Background: an optimization exercise with open tools, aiming at small area. Do not read the settings as production practice.
No functional check of the RTL was part of any run shown here.
No activity file was given, so power comes from the tool's default toggle rates.

===== flow/design.v =====
module fifo (
    input  wire       clk,
    input  wire       clear,
    input  wire       push,
    input  wire       pop,
    input  wire [7:0] in_data,
    output reg  [7:0] out_data
);
    localparam [2:0] AWAIT  = 3'd0;
    localparam [2:0] PUSH_S = 3'd1;
    localparam [2:0] PUSH_F = 3'd2;
    localparam [2:0] POP_S  = 3'd3;
    localparam [2:0] POP_F  = 3'd4;
    reg [7:0] mem [0:15];
    reg [4:0] idx;
    reg [2:0] state;
    integer k;
    wire empty = idx[4];
    wire full  = (idx == 5'd15);
    always @(posedge clk) begin
        if (state == PUSH_S && !full) begin
            mem[0] <= in_data;
            for (k = 1; k < 16; k = k + 1)
                mem[k] <= mem[k-1];
        end
    end
    always @(posedge clk) begin
        if (clear) begin
            state    <= POP_S;
            idx      <= 5'h1f;
            out_data <= 8'h00;
        end else begin
            case (state)
                AWAIT:
                    if (pop)       state <= POP_S;
                    else if (push) state <= PUSH_S;
                PUSH_S:
                    if (!full) begin
                        idx   <= idx + 5'd1;
                        state <= PUSH_F;
                    end else
                        state <= AWAIT;
                PUSH_F:
                    if (!push) state <= AWAIT;
                POP_S:
                    if (!empty) begin
                        out_data <= mem[idx[3:0]];
                        idx      <= idx - 5'd1;
                        state    <= POP_F;
                    end else
                        state <= AWAIT;
                default:
                    if (!pop) state <= AWAIT;
            endcase
        end
    end
endmodule
module quick_rs232 (
    input  wire       clk,
    input  wire       rst,
    input  wire       rx,
    output reg        tx,
    input  wire       rts,
    output wire       cts,
    input  wire       rx_read,
    output reg        rx_err,
    output wire [7:0] rx_data,
    output reg        rx_byte_received,
    input  wire       tx_transaction,
    input  wire [7:0] tx_data,
    input  wire       tx_data_ready,
    output reg        tx_data_copied,
    output reg        tx_busy
);
localparam [8:0] L305 = 9'd226, L307 = 9'd394, L370 = 9'd148, L372 = 9'd80,
                 L373 = 9'd160, L434 = 9'd364, L435 = 9'd216, L437 = 9'd353;
assign cts = 1'b0;
reg [7:0] rx_buffer;
fifo rx_data_buffer (.clk(clk), .clear(rst), .push(rx_byte_received), .pop(rx_read),
                     .in_data(rx_buffer), .out_data(rx_data));
localparam [1:0] R_WAIT = 2'd0, R_SSTART = 2'd1, R_ACT = 2'd2, R_SSTOP = 2'd3;
reg [1:0] rx_state;
reg [3:0] rx_ph;
reg [8:0] rx_bc;
reg       rx_par;
reg       rx_stuck;      
wire [8:0] rx_bc_next = {rx_bc[7:0], ~(rx_bc[8] ^ rx_bc[4])};
wire       rx_wrap    = (rx_ph == 4'd0) ? (rx_bc == L437) : (rx_bc == L434);
always @(posedge clk) begin
    if (rst) begin
        rx_state         <= R_SSTOP;
        rx_byte_received <= 1'b0;
        rx_err           <= 1'b0;
        rx_stuck         <= 1'b0;
    end else begin
        case (rx_state)
            R_WAIT: begin
                rx_err   <= 1'b0;
                rx_state <= R_SSTART;
            end
            R_SSTART: begin
                if (!rx) begin
                    rx_state <= R_ACT;
                    rx_ph    <= 4'd7;
                    rx_bc    <= 9'd0;
                    rx_par   <= 1'b0;
                    rx_stuck <= 1'b0;
                end else if (rx_stuck)
                    rx_state <= R_WAIT;
            end
            R_ACT: begin
                rx_bc <= rx_bc_next;
                if (rx_wrap) begin
                    rx_bc <= 9'd0;
                    rx_ph <= rx_ph + 4'd1;
                end
                if (rx_ph[3]) begin
                    if (rx_bc == L370) begin
                        rx_buffer[rx_ph[2:0]] <= rx;
                        rx_par <= rx_par ^ rx;
                    end
                end else if (rx_ph == 4'd0) begin
                    if (rx_bc == L372) rx_err <= rx_par ^ rx;
                    if (rx_bc == L373 && !rx_err) rx_byte_received <= 1'b1;
                end else if (rx_ph != 4'd7) begin
                    if (rx) begin
                        rx_state <= R_SSTOP;
                        if (rx_ph == 4'd5 && rx_bc == L305) rx_stuck <= 1'b1;
                    end else if (rx_ph == 4'd5 && rx_bc == L307)
                        rx_state <= R_WAIT;
                end
            end
            default: begin  
                rx_state         <= R_WAIT;
                rx_byte_received <= 1'b0;
                rx_err           <= 1'b0;
            end
        endcase
    end
end
localparam [3:0] T_PAR = 4'd0, T_STOP = 4'd1, T_SSTOP = 4'd2, T_IDLE = 4'd3,
                 T_SWAIT = 4'd4, T_SSTART = 4'd5, T_START = 4'd7;
reg [3:0] tx_ph;
reg [8:0] tx_bc;
reg [7:0] tx_buffer;
reg       tx_par;
wire [8:0] tx_bc_next = {tx_bc[7:0], ~(tx_bc[8] ^ tx_bc[4])};
wire       tx_bit     = tx_buffer[tx_ph[2:0]];
wire       tx_wrap    = (tx_ph == T_PAR) ? (tx_bc == L435) : (tx_bc == L434);
always @(posedge clk) begin
    if (rst) begin
        tx_ph          <= T_IDLE;
        tx_data_copied <= 1'b0;
        tx_busy        <= 1'b0;
        tx             <= 1'b1;
    end else begin
        case (tx_ph)
            T_IDLE:
                if (tx_transaction) begin
                    tx_ph          <= T_SWAIT;
                    tx_data_copied <= 1'b0;
                    tx_busy        <= 1'b0;
                end
            T_SWAIT:
                tx_ph <= T_SSTART;
            T_SSTART: begin
                if (tx_data_ready) begin
                    tx_ph          <= T_START;
                    tx_buffer      <= tx_data;
                    tx_data_copied <= 1'b1;
                    tx_busy        <= 1'b1;
                    tx_bc          <= 9'd0;
                end
                if (!tx_transaction)
                    tx_ph <= T_IDLE;
            end
            T_SSTOP: begin
                tx_busy <= 1'b0;
                tx_ph   <= T_IDLE;
            end
            default: begin  
                tx_bc <= tx_bc_next;
                if (tx_ph == T_START) begin
                    tx     <= 1'b0;
                    tx_par <= 1'b0;
                end else if (tx_ph[3]) begin
                    tx <= tx_bit;
                    if (tx_wrap) tx_par <= tx_par ^ tx_bit;
                end else if (tx_ph == T_PAR) begin
                    if (tx_bc == 9'd0) tx_data_copied <= 1'b0;
                    else               tx <= tx_par;
                end else
                    tx <= 1'b1;
                if (tx_wrap) begin
                    tx_bc <= 9'd0;
                    tx_ph <= tx_ph + 4'd1;
                end
            end
        endcase
    end
end
endmodule

===== flow/config.mk =====
export PLATFORM = sky130hd
export DESIGN_NAME = quick_rs232
export DESIGN_NICKNAME = quick_rs232
export VERILOG_FILES = /design/flow/design.v
export SDC_FILE = /design/flow/constraint.sdc
export NUM_CORES = 4
export LEC_CHECK = 0
export CAP_MARGIN = 20
export CORE_MARGIN = 2
export CORE_UTILIZATION = 40
export SLEW_MARGIN = 20

===== flow/run.sh =====
#!/bin/bash
# synth_recipe.tcl (not shown) runs the flow's synth.tcl, then flattens the netlist and writes it again
# the make line also repeats each setting of config.mk as NAME=value (left out here)
make -C /OpenROAD-flow-scripts/flow DESIGN_CONFIG=/design/flow/config.mk WORK_HOME=/design/flow/orfs CLKGATE_MAP_FILE= SYNTH_SCRIPT=/design/flow/synth_recipe.tcl finish

===== flow/constraint.sdc =====
create_clock -name core_clock -period 10.0 [get_ports {clk}]
set_input_delay 2.0000 -clock core_clock [delete_from_list [all_inputs] [get_ports {clk}]]
set_output_delay 2.0000 -clock core_clock [all_outputs]
set_load 0.01 [all_outputs]

==> run summary, run 1 <==
# TYPE chip_impl_metric gauge
chip_impl_metric{name="maxCapViolCount",unit=""} 0
chip_impl_metric{name="period_share",unit=""} 0.3630
chip_impl_info{name="cp-start-kind",value="input pin"} 1
chip_impl_metric{name="yosys_warnings",unit=""} 3
chip_impl_metric{name="tightestPinTransition",unit="ns"} 0.8426
chip_impl_metric{name="critical-path-max-stage-delay",unit="ns"} 0.64
chip_impl_metric{name="period_minus_slack",unit="ns"} 3.630
chip_impl_metric{name="drcViolationCount",unit=""} 0
chip_impl_metric{name="synthesis.instances",unit=""} 632
chip_impl_info{name="most_area_consuming_cells_after_synthesis",value="sky130_fd_sc_hd__edfxtp_1 (60%), sky130_fd_sc_hd__dfxtp_1 (6.6%), sky130_fd_sc_hd__ha_1 (2.4%)"} 1
chip_impl_metric{name="core_region_area",unit="mm2"} 0.02089
chip_impl_metric{name="fmax",unit="MHz"} 275.5
chip_impl_metric{name="setup_viol",unit=""} 0
chip_impl_metric{name="synth_nets",unit=""} 663
chip_impl_metric{name="drt_first_pass_iters",unit=""} 6
chip_impl_metric{name="hold_buffers",unit=""} 0
chip_impl_metric{name="synth-seq-cells",unit=""} 196
chip_impl_metric{name="maxSlewViolCount",unit=""} 0
chip_impl_metric{name="route.detailed.wl_per_inst",unit="um"} 18.47
chip_impl_metric{name="synth_largest_type_area_fraction",unit=""} 0.5962
chip_impl_metric{name="grt_overflow_total",unit=""} 0
chip_impl_metric{name="grt_max_degree",unit=""} 94
chip_impl_metric{name="die_w",unit="um"} 149.4
chip_impl_metric{name="finish.cell_count_without_fillers",unit=""} 936
chip_impl_metric{name="synth.yosys.seq_area_share",unit=""} 0.6624
chip_impl_metric{name="hpwlAfterDp",unit="um"} 10800
chip_impl_metric{name="numCtsBuffers",unit=""} 17
chip_impl_metric{name="finish.instance_area",unit="mm2"} 0.009542
chip_impl_metric{name="post_cts_setup_inserts",unit=""} 0
chip_impl_metric{name="switchingPower",unit="W"} 0.0005544
chip_impl_metric{name="synth-edff-count",unit=""} 168
chip_impl_metric{name="flow.area_growth_from_synthesis",unit="%"} 12.76
chip_impl_metric{name="finalWeightedCongestion",unit=""} 0.7913
chip_impl_metric{name="cts.htree.levels",unit=""} 4
chip_impl_metric{name="power_leakage",unit="nW"} 3.238
chip_impl_metric{name="initial_util",unit=""} 0.4051
chip_impl_metric{name="final_layout_size_suffix_gt1_frac",unit=""} 0.08926
chip_impl_metric{name="dpl_worst_slack",unit="ns"} 5.899
chip_impl_info{name="cp-end-kind",value="register"} 1
chip_impl_metric{name="power_switching_share",unit=""} 0.2765
chip_impl_metric{name="post-route-worst-setup-slack",unit="ns"} 6.370
chip_impl_info{name="unrepaired_setup_endpoints_after_global_routing",value="false"} 1
chip_impl_metric{name="grt_antenna_before_repair",unit=""} 0
chip_impl_info{name="synth_top_cell_by_area",value="sky130_fd_sc_hd__edfxtp_1"} 1
chip_impl_metric{name="critPathMaxFanout",unit=""} 11
chip_impl_info{name="cts_tree",value="built"} 1
chip_impl_metric{name="p_int",unit="W"} 0.001450
chip_impl_metric{name="dpl.cell_count",unit=""} 904
chip_impl_metric{name="floorplan.die.height",unit="um"} 149.4
chip_impl_metric{name="worstPathArrival",unit="ns"} 3.72
chip_impl_info{name="clock_tree.root_cell",value="sky130_fd_sc_hd__clkbuf_16"} 1
chip_impl_metric{name="design.die.area",unit="mm2"} 0.02233
chip_impl_info{name="cp_slowest_cell",value="sky130_fd_sc_hd__clkdlybuf4s50_1"} 1
chip_impl_metric{name="combPwrFrac",unit=""} 0.172
chip_impl_metric{name="clkTransAtPathRegs",unit="ns"} 0.07
chip_impl_metric{name="cellPowerDensity",unit="mW/mm2"} 210.1
chip_impl_metric{name="grt_first_pass_wirelength",unit="um"} 28120
chip_impl_metric{name="via_count",unit=""} 5305
chip_impl_metric{name="clk_skew",unit="ns"} 0.01369
chip_impl_info{name="postSynth.topFlopCell",value="sky130_fd_sc_hd__edfxtp_1"} 1
chip_impl_metric{name="detailed_place.area",unit="mm2"} 0.008999
chip_impl_info{name="outcome",value="no timing/DRC/antenna violations"} 1
chip_impl_metric{name="count_of_buffers_inserted_at_the_top_level_ports",unit=""} 26
chip_impl_metric{name="worst-endpoint-required",unit="ns"} 10.09
chip_impl_metric{name="drt_first_iter_violations",unit=""} 560
chip_impl_metric{name="pwr-share-seq",unit=""} 0.516
chip_impl_metric{name="fp-row-count",unit=""} 53
chip_impl_metric{name="clk-insertion-delay-late",unit="ns"} 0.43
chip_impl_metric{name="postRouteWirelength",unit="um"} 17290
chip_impl_metric{name="yosys.cell_types.count",unit=""} 63
chip_impl_metric{name="p_clk_frac",unit=""} 0.312
chip_impl_metric{name="vias_per_cell",unit=""} 5.668
chip_impl_metric{name="cts-root-to-sink-buffers",unit=""} 2
chip_impl_metric{name="final-hold-violation-count",unit=""} 0
chip_impl_metric{name="async_flop_share",unit=""} 0
chip_impl_metric{name="number_of_global_route_vias_before_repair",unit=""} 5286
chip_impl_info{name="crit_chain",value="clkdlybuf4s50_1 -> nor3b_1 -> o21ai_0 -> nor2_1"} 1
chip_impl_metric{name="post_cts_resized",unit=""} 0
chip_impl_metric{name="ant_nets",unit=""} 0
chip_impl_metric{name="design.portCount",unit=""} 29
chip_impl_metric{name="clock_sinks",unit=""} 196
chip_impl_metric{name="worst_slew_margin_rel",unit=""} 0.4382
chip_impl_info{name="timing.setup.critical_path_class",value="input pin to register"} 1
chip_impl_metric{name="grt.total_usage",unit=""} 0.1611
chip_impl_metric{name="max-vdd-ir-drop",unit="mV"} 0.1003
chip_impl_metric{name="cell_area_after_synthesis",unit="mm2"} 0.008462
chip_impl_metric{name="nets",unit=""} 679
chip_impl_metric{name="avgSynthCellArea",unit="um2"} 13.39
chip_impl_metric{name="antenna_cells_inserted",unit=""} 0
chip_impl_metric{name="fin_tns_setup",unit="ns"} 0
chip_impl_info{name="worstHoldPathType",value="register to register"} 1
-- Yosys cell counts (11+ instances only) --
library cell and instances:
sky130_fd_sc_hd__nand2b_1 11, sky130_fd_sc_hd__edfxtp_1 168, sky130_fd_sc_hd__nand3_1 15, sky130_fd_sc_hd__a21oi_1 34, sky130_fd_sc_hd__and2_1 13, sky130_fd_sc_hd__nor2_1 30, sky130_fd_sc_hd__o21ai_0 28, sky130_fd_sc_hd__ha_1 16
sky130_fd_sc_hd__a22oi_1 15, sky130_fd_sc_hd__clkbuf_1 29, sky130_fd_sc_hd__dfxtp_1 28, sky130_fd_sc_hd__nor3_1 12, sky130_fd_sc_hd__mux2i_1 11, sky130_fd_sc_hd__nand2_1 44, sky130_fd_sc_hd__inv_1 17
-- cells by family (layout without fill, tap and decap cells) --
| kind of cell | after synthesis | count (layout) | synth area share |
|---|---|---|---|
| muxes | 25 | 25 | 0.03963 |
| AOI/OAI and AO/OA | 156 | 156 | 0.1295 |
| and+or+nand+nor | 172 | 172 | 0.1076 |
| adders and majority gates | 16 | 16 | 0.02366 |
| buffers and inverters | 55 | 84 | 0.02528 |
| xor gates and xnor gates | 11 | 11 | 0.01139 |
| other | 1 | 1 | 0.0004432 |
| DFF | 196 | 196 | 0.6624 |
-- registers in the layout, summed over array words and instances, names as in the netlist --
signal                   cells
rx_par                       1
tx_data_copied               1
rx_data_buffer.idx           5
rx_err                       1
tx_par                       1
rx_stuck                     1
rx_data_buffer.state         3
tx_busy                      1
rx_data_buffer.out_data      8
tx                           1
tx_ph                        4
rx_ph                        4
rx_byte_received             1
rx_bc                        9
tx_bc                        9
rx_state                     2
rx_data_buffer.mem         128
rx_buffer                    8
tx_buffer                    8
-- power by group through the flow --
stage	combinational, W	sequential (W)	clock [W]
2_1_floorplan	0.000269	0.00103	0
3_3_place_gp	0.000337	0.00105	0
3_5_place_dp	0.000344	0.00105	0
4_1_cts	0.000345	0.00103	0.000640
5_1_grt	0.000383	0.00104	0.000673
6_report	0.000345	0.00103	0.000626
-- critical path, delay by kind of cell --
family | cells | cell delay (ns)
AOI/OAI and AO/OA | 1 | 0.21
buffers and inverters | 1 | 0.64
and+or+nand+nor | 2 | 0.85
-- area by class of cell --
cell class,count,area (um2)
fill,1882,11350
sequential,196,5605
timing repair buffer,35,331.6
tap,275,344.1
clock inverter,11,78.83
multi-input combinational,381,2668
inverter,17,63.81
clock buffer,21,450.4
-- per-stage QoR --
step	hold slack [ns]	power, W	utilization
after CTS	0.4453	0.002019	0.4561
after global routing	0.4536	0.002099	0.4568
after floorplan	0.4204	0.001303	-
after global placement	0.4319	0.001384	0.4308
after detailed placement	0.4321	0.001395	0.4308
final	0.4458	0.002005	0.4568
-- final timing paths --
path                                                from                        to  slack [ns]  depth (start not counted)
worst max-delay path                                  rx                  rx_ph[1]        6.37                          4
worst min-delay path            rx_data_buffer.mem[0][6]  rx_data_buffer.mem[1][6]        0.45                          0
worst max register to register                  tx_ph[0]                    tx_par        7.04                          7
worst min register to register  rx_data_buffer.mem[0][6]  rx_data_buffer.mem[1][6]        0.45                          0
-- metal layers --
layer  vias to the layer above  global-route usage  share of wire
met5                         -                   0              0
li1                       2499                   -              -
met1                      2683              0.2323           0.48
met4                         0             0.04810         0.0088
met2                       113              0.2470           0.47
met3                        10             0.03262          0.039
-- placed cells by master (no fill, tap or decap), drive strengths merged, types with 6 or more instances in the layout --
cell type / Yosys / routed
clkinv: 0 / 8
clkbuf: 29 / 21
nor3: 12 / 12
dfxtp: 28 / 28
nand2: 44 / 44
buf: 9 / 9
mux2i: 11 / 11
inv: 17 / 20
mux2: 8 / 8
xnor2: 7 / 7
o21ai: 28 / 28
a21oi: 34 / 34
mux4: 6 / 6
nand3b: 7 / 7
ha: 16 / 16
a22o: 9 / 9
nand3: 15 / 15
a22oi: 15 / 15
a222oi: 8 / 8
edfxtp: 168 / 168
and3: 9 / 9
nand2b: 11 / 11
nor2: 30 / 30
clkdlybuf4s50: 0 / 26
nor2b: 7 / 7
and2: 13 / 13
a31oi: 8 / 8
a221oi: 10 / 10
==> run 2: changes to the inputs <==
--- a/flow/config.mk
+++ b/flow/config.mk
@@ -9,3 +9,6 @@
 export CORE_MARGIN = 2
-export CORE_UTILIZATION = 40
+export CORE_UTILIZATION = 60
+export CTS_BUF_LIST = sky130_fd_sc_hd__clkbuf_8
+export CTS_CLUSTER_DIAMETER = 60
+export CTS_CLUSTER_SIZE = 20
 export SLEW_MARGIN = 20
==> run 2 against run 1 <==
Synthesized cell count did not move. Routed wire length fell by 0.51%. Clock power fell by 5.8%. Critical path type unchanged. Largest power group unchanged.
==> run summary, run 2 <==
# TYPE chip_impl_metric gauge
chip_impl_info{name="cp_slowest_cell",value="sky130_fd_sc_hd__clkdlybuf4s50_1"} 1
chip_impl_metric{name="postRouteWirelength",unit="um"} 17200
chip_impl_metric{name="async_flop_share",unit=""} 0
chip_impl_info{name="layout.cells.most_common_list",value="sky130_fd_sc_hd__edfxtp_1 (168), sky130_fd_sc_hd__nand2_1 (44), sky130_fd_sc_hd__a21oi_1 (34)"} 1
chip_impl_metric{name="worst-endpoint-required",unit="ns"} 10.13
chip_impl_metric{name="critPathMaxFanout",unit=""} 11
chip_impl_metric{name="worst_slew_margin_rel",unit=""} 0.4426
chip_impl_metric{name="nets",unit=""} 679
chip_impl_metric{name="maxSlewViolCount",unit=""} 0
chip_impl_metric{name="clkTransAtPathRegs",unit="ns"} 0.09
chip_impl_metric{name="antenna_cells_inserted",unit=""} 0
chip_impl_metric{name="grt.total_usage",unit=""} 0.2447
chip_impl_metric{name="post_cts_setup_inserts",unit=""} 0
chip_impl_metric{name="hold_buffers",unit=""} 0
chip_impl_metric{name="largest_register_ffs",unit=""} 128
chip_impl_metric{name="power_leakage",unit="nW"} 3.217
chip_impl_info{name="unrepaired_setup_endpoints_after_global_routing",value="false"} 1
chip_impl_metric{name="floorplan.die.height",unit="um"} 122.8
chip_impl_metric{name="drt_first_iter_violations",unit=""} 584
chip_impl_info{name="clock_tree.root_cell",value="sky130_fd_sc_hd__clkbuf_8"} 1
chip_impl_info{name="critPathTopFamily",value="simple AND/OR/NAND/NOR gates"} 1
chip_impl_info{name="synthMostInstantiatedCell",value="sky130_fd_sc_hd__edfxtp_1"} 1
chip_impl_metric{name="critPathBufInv",unit=""} 1
chip_impl_metric{name="vias_per_cell",unit=""} 6.405
chip_impl_metric{name="grt_antenna_before_repair",unit=""} 0
chip_impl_metric{name="grt_max_degree",unit=""} 91
chip_impl_metric{name="fmax",unit="MHz"} 281.0
chip_impl_metric{name="number_of_global_route_vias_before_repair",unit=""} 5349
chip_impl_metric{name="drt_first_pass_iters",unit=""} 6
chip_impl_metric{name="synth-seq-cells",unit=""} 196
chip_impl_metric{name="die_w",unit="um"} 122.8
chip_impl_metric{name="maxCapViolCount",unit=""} 0
chip_impl_info{name="crit_chain",value="clkdlybuf4s50_1 -> nor3b_1 -> o21ai_0 -> nor2_1"} 1
chip_impl_metric{name="synthesis.instances",unit=""} 632
chip_impl_info{name="postSynth.topFlopCell",value="sky130_fd_sc_hd__edfxtp_1"} 1
chip_impl_metric{name="tightestPinTransition",unit="ns"} 0.8330
chip_impl_metric{name="final-hold-violation-count",unit=""} 0
chip_impl_metric{name="ant_nets",unit=""} 0
chip_impl_metric{name="fin_tns_setup",unit="ns"} 0
chip_impl_metric{name="drcViolationCount",unit=""} 0
chip_impl_info{name="most_area_consuming_cells_after_synthesis",value="sky130_fd_sc_hd__edfxtp_1 (60%), sky130_fd_sc_hd__dfxtp_1 (6.6%), sky130_fd_sc_hd__ha_1 (2.4%)"} 1
chip_impl_info{name="largest_registers",value="rx_data_buffer.mem x128, rx_bc x9, tx_bc x9"} 1
chip_impl_info{name="max_flop_register",value="rx_data_buffer.mem"} 1
chip_impl_metric{name="count_of_buffers_inserted_at_the_top_level_ports",unit=""} 26
chip_impl_metric{name="synth_nets",unit=""} 663
chip_impl_info{name="layout_commonest_cell",value="sky130_fd_sc_hd__edfxtp_1"} 1
chip_impl_metric{name="final_layout_size_suffix_gt1_frac",unit=""} 0.08623
chip_impl_metric{name="fp-row-count",unit=""} 43
chip_impl_metric{name="avgSynthCellArea",unit="um2"} 13.39
chip_impl_metric{name="route.detailed.wl_per_inst",unit="um"} 20.45
chip_impl_info{name="cp-end-kind",value="register"} 1
chip_impl_metric{name="synth_largest_type_area_fraction",unit=""} 0.5962
chip_impl_metric{name="via_count",unit=""} 5387
chip_impl_metric{name="setup_viol",unit=""} 0
chip_impl_metric{name="core_region_area",unit="mm2"} 0.01383
chip_impl_metric{name="period_share",unit=""} 0.3558
chip_impl_metric{name="dpl_worst_slack",unit="ns"} 5.972
chip_impl_info{name="top_post_synthesis_cells_by_count",value="sky130_fd_sc_hd__edfxtp_1 (168), sky130_fd_sc_hd__nand2_1 (44), sky130_fd_sc_hd__a21oi_1 (34)"} 1
chip_impl_metric{name="max-vdd-ir-drop",unit="mV"} 0.1679
chip_impl_metric{name="cts-root-to-sink-buffers",unit=""} 2
chip_impl_metric{name="finalWeightedCongestion",unit=""} 0.8515
chip_impl_metric{name="finish.instance_area",unit="mm2"} 0.009358
chip_impl_metric{name="numCtsBuffers",unit=""} 17
chip_impl_metric{name="synth.yosys.seq_area_share",unit=""} 0.6624
chip_impl_metric{name="cts.htree.levels",unit=""} 4
chip_impl_info{name="worstHoldPathType",value="register to register"} 1
chip_impl_info{name="cts_tree",value="built"} 1
chip_impl_metric{name="post-route-worst-setup-slack",unit="ns"} 6.442
chip_impl_metric{name="flow.area_growth_from_synthesis",unit="%"} 10.59
chip_impl_metric{name="cellPowerDensity",unit="mW/mm2"} 210.8
chip_impl_metric{name="hpwlAfterDp",unit="um"} 10760
chip_impl_metric{name="critical-path-max-stage-delay",unit="ns"} 0.60
chip_impl_info{name="synth_top_cell_by_area",value="sky130_fd_sc_hd__edfxtp_1"} 1
chip_impl_metric{name="clk-insertion-delay-late",unit="ns"} 0.47
chip_impl_info{name="timing.setup.critical_path_class",value="input pin to register"} 1
chip_impl_metric{name="yosys.cell_types.count",unit=""} 63
chip_impl_metric{name="grt_first_pass_wirelength",unit="um"} 28010
chip_impl_metric{name="synth-edff-count",unit=""} 168
chip_impl_metric{name="clock_sinks",unit=""} 196
chip_impl_metric{name="initial_util",unit=""} 0.6120
chip_impl_metric{name="period_minus_slack",unit="ns"} 3.558
chip_impl_metric{name="detailed_place.area",unit="mm2"} 0.008885
chip_impl_info{name="cp-start-kind",value="input pin"} 1
chip_impl_metric{name="worstPathArrival",unit="ns"} 3.69
chip_impl_metric{name="yosys_warnings",unit=""} 3
chip_impl_metric{name="cell_area_after_synthesis",unit="mm2"} 0.008462
chip_impl_metric{name="grt_overflow_total",unit=""} 0
chip_impl_metric{name="design.portCount",unit=""} 29
chip_impl_metric{name="design.die.area",unit="mm2"} 0.01507
chip_impl_info{name="outcome",value="no timing/DRC/antenna violations"} 1
chip_impl_metric{name="post_cts_resized",unit=""} 0
chip_impl_metric{name="clk_skew",unit="ns"} 0.01322
-- run 2: worst paths after layout --
kind	from	endpoint	slack, ns	depth (start not counted)
hold reg to reg	rx_data_buffer.mem[0][5]	rx_data_buffer.mem[1][5]	0.45	0
setup / recovery	rx	rx_ph[1]	6.44	4
hold / removal	rx_data_buffer.mem[0][5]	rx_data_buffer.mem[1][5]	0.45	0
setup reg to reg	rx_data_buffer.idx[1]	rx_data_buffer.mem[2][1]	6.79	8
-- run 2: final cells by class --
type | count | area (um2)
clock inverters | 14 | 216.5
clock buffers | 18 | 247.7
inverters | 17 | 63.81
multi-input cells | 381 | 2668
flip-flops and latches | 196 | 5605
repair buffers | 35 | 331.6
fillers | 1017 | 4469
well taps | 180 | 225.2
-- run 2: kinds of logic after synthesis --
group,Yosys count,share of synthesized area
other cells,1,0.0004432
compound gates,156,0.1295
flops,196,0.6624
simple gates,172,0.1076
fa+ha+maj,16,0.02366
mux,25,0.03963
buf+inv,55,0.02528
xor+xnor,11,0.01139
-- run 2: stage by stage --
step | power (W) | util | instances | hold slack (ns)
after floorplan | 0.001303 | - | 632 | 0.4204
after global placement | 0.001384 | 0.6422 | 809 | 0.4281
after detailed placement | 0.001396 | 0.6426 | 809 | 0.4304
after CTS | 0.001978 | 0.6761 | 841 | 0.4510
after global routing | 0.002057 | 0.6768 | 841 | 0.4648
final | 0.001973 | 0.6768 | 841 | 0.4523
-- run 2: per-layer routing --
metal / routed length [um] / track usage
met5: 0 / 0
met2: 8399 / 0.3974
met4: 295 / 0.07399
met1: 7586 / 0.3351
met3: 919 / 0.04972
-- run 2: where the power goes --
| part | internal [W] | switching [W] | leakage [nW] |
|---|---|---|---|
| logic | 0.000147 | 0.000202 | 1.19 |
| registers | 0.000975 | 0.0000590 | 1.78 |
| clock network | 0.000325 | 0.000265 | 0.243 |

separate check: timing with driven ports:
No port has a modelled driver above. Below, the same layouts with a new extraction and two added sets of constraints.
Step 1: set_driving_cell puts a clkbuf_16 on clk and a buf_2 on each other input, an assumption about the parent block.
Step 2 times the ports against the registers' clock, not the clock port: input delays grow and output delays shrink by t, the midpoint of the rising clock arrivals with the driver on.
a / b / c = no drivers / after step 1 / after step 2; a / b = the first two.
run	shift t [ns]	slack for setup (ns)	worst register clock-pin slew, ns
run 1	0.471	6.370 / 6.395 / 5.924	0.08 / 0.08
run 2	0.502	6.442 / 6.462 / 5.960	0.10 / 0.10
After both steps setup and hold are still met in every run listed. For run 2, which loses most, drivers alone change the setup slack by +0.020 ns; drivers and shift together by -0.482 ns.
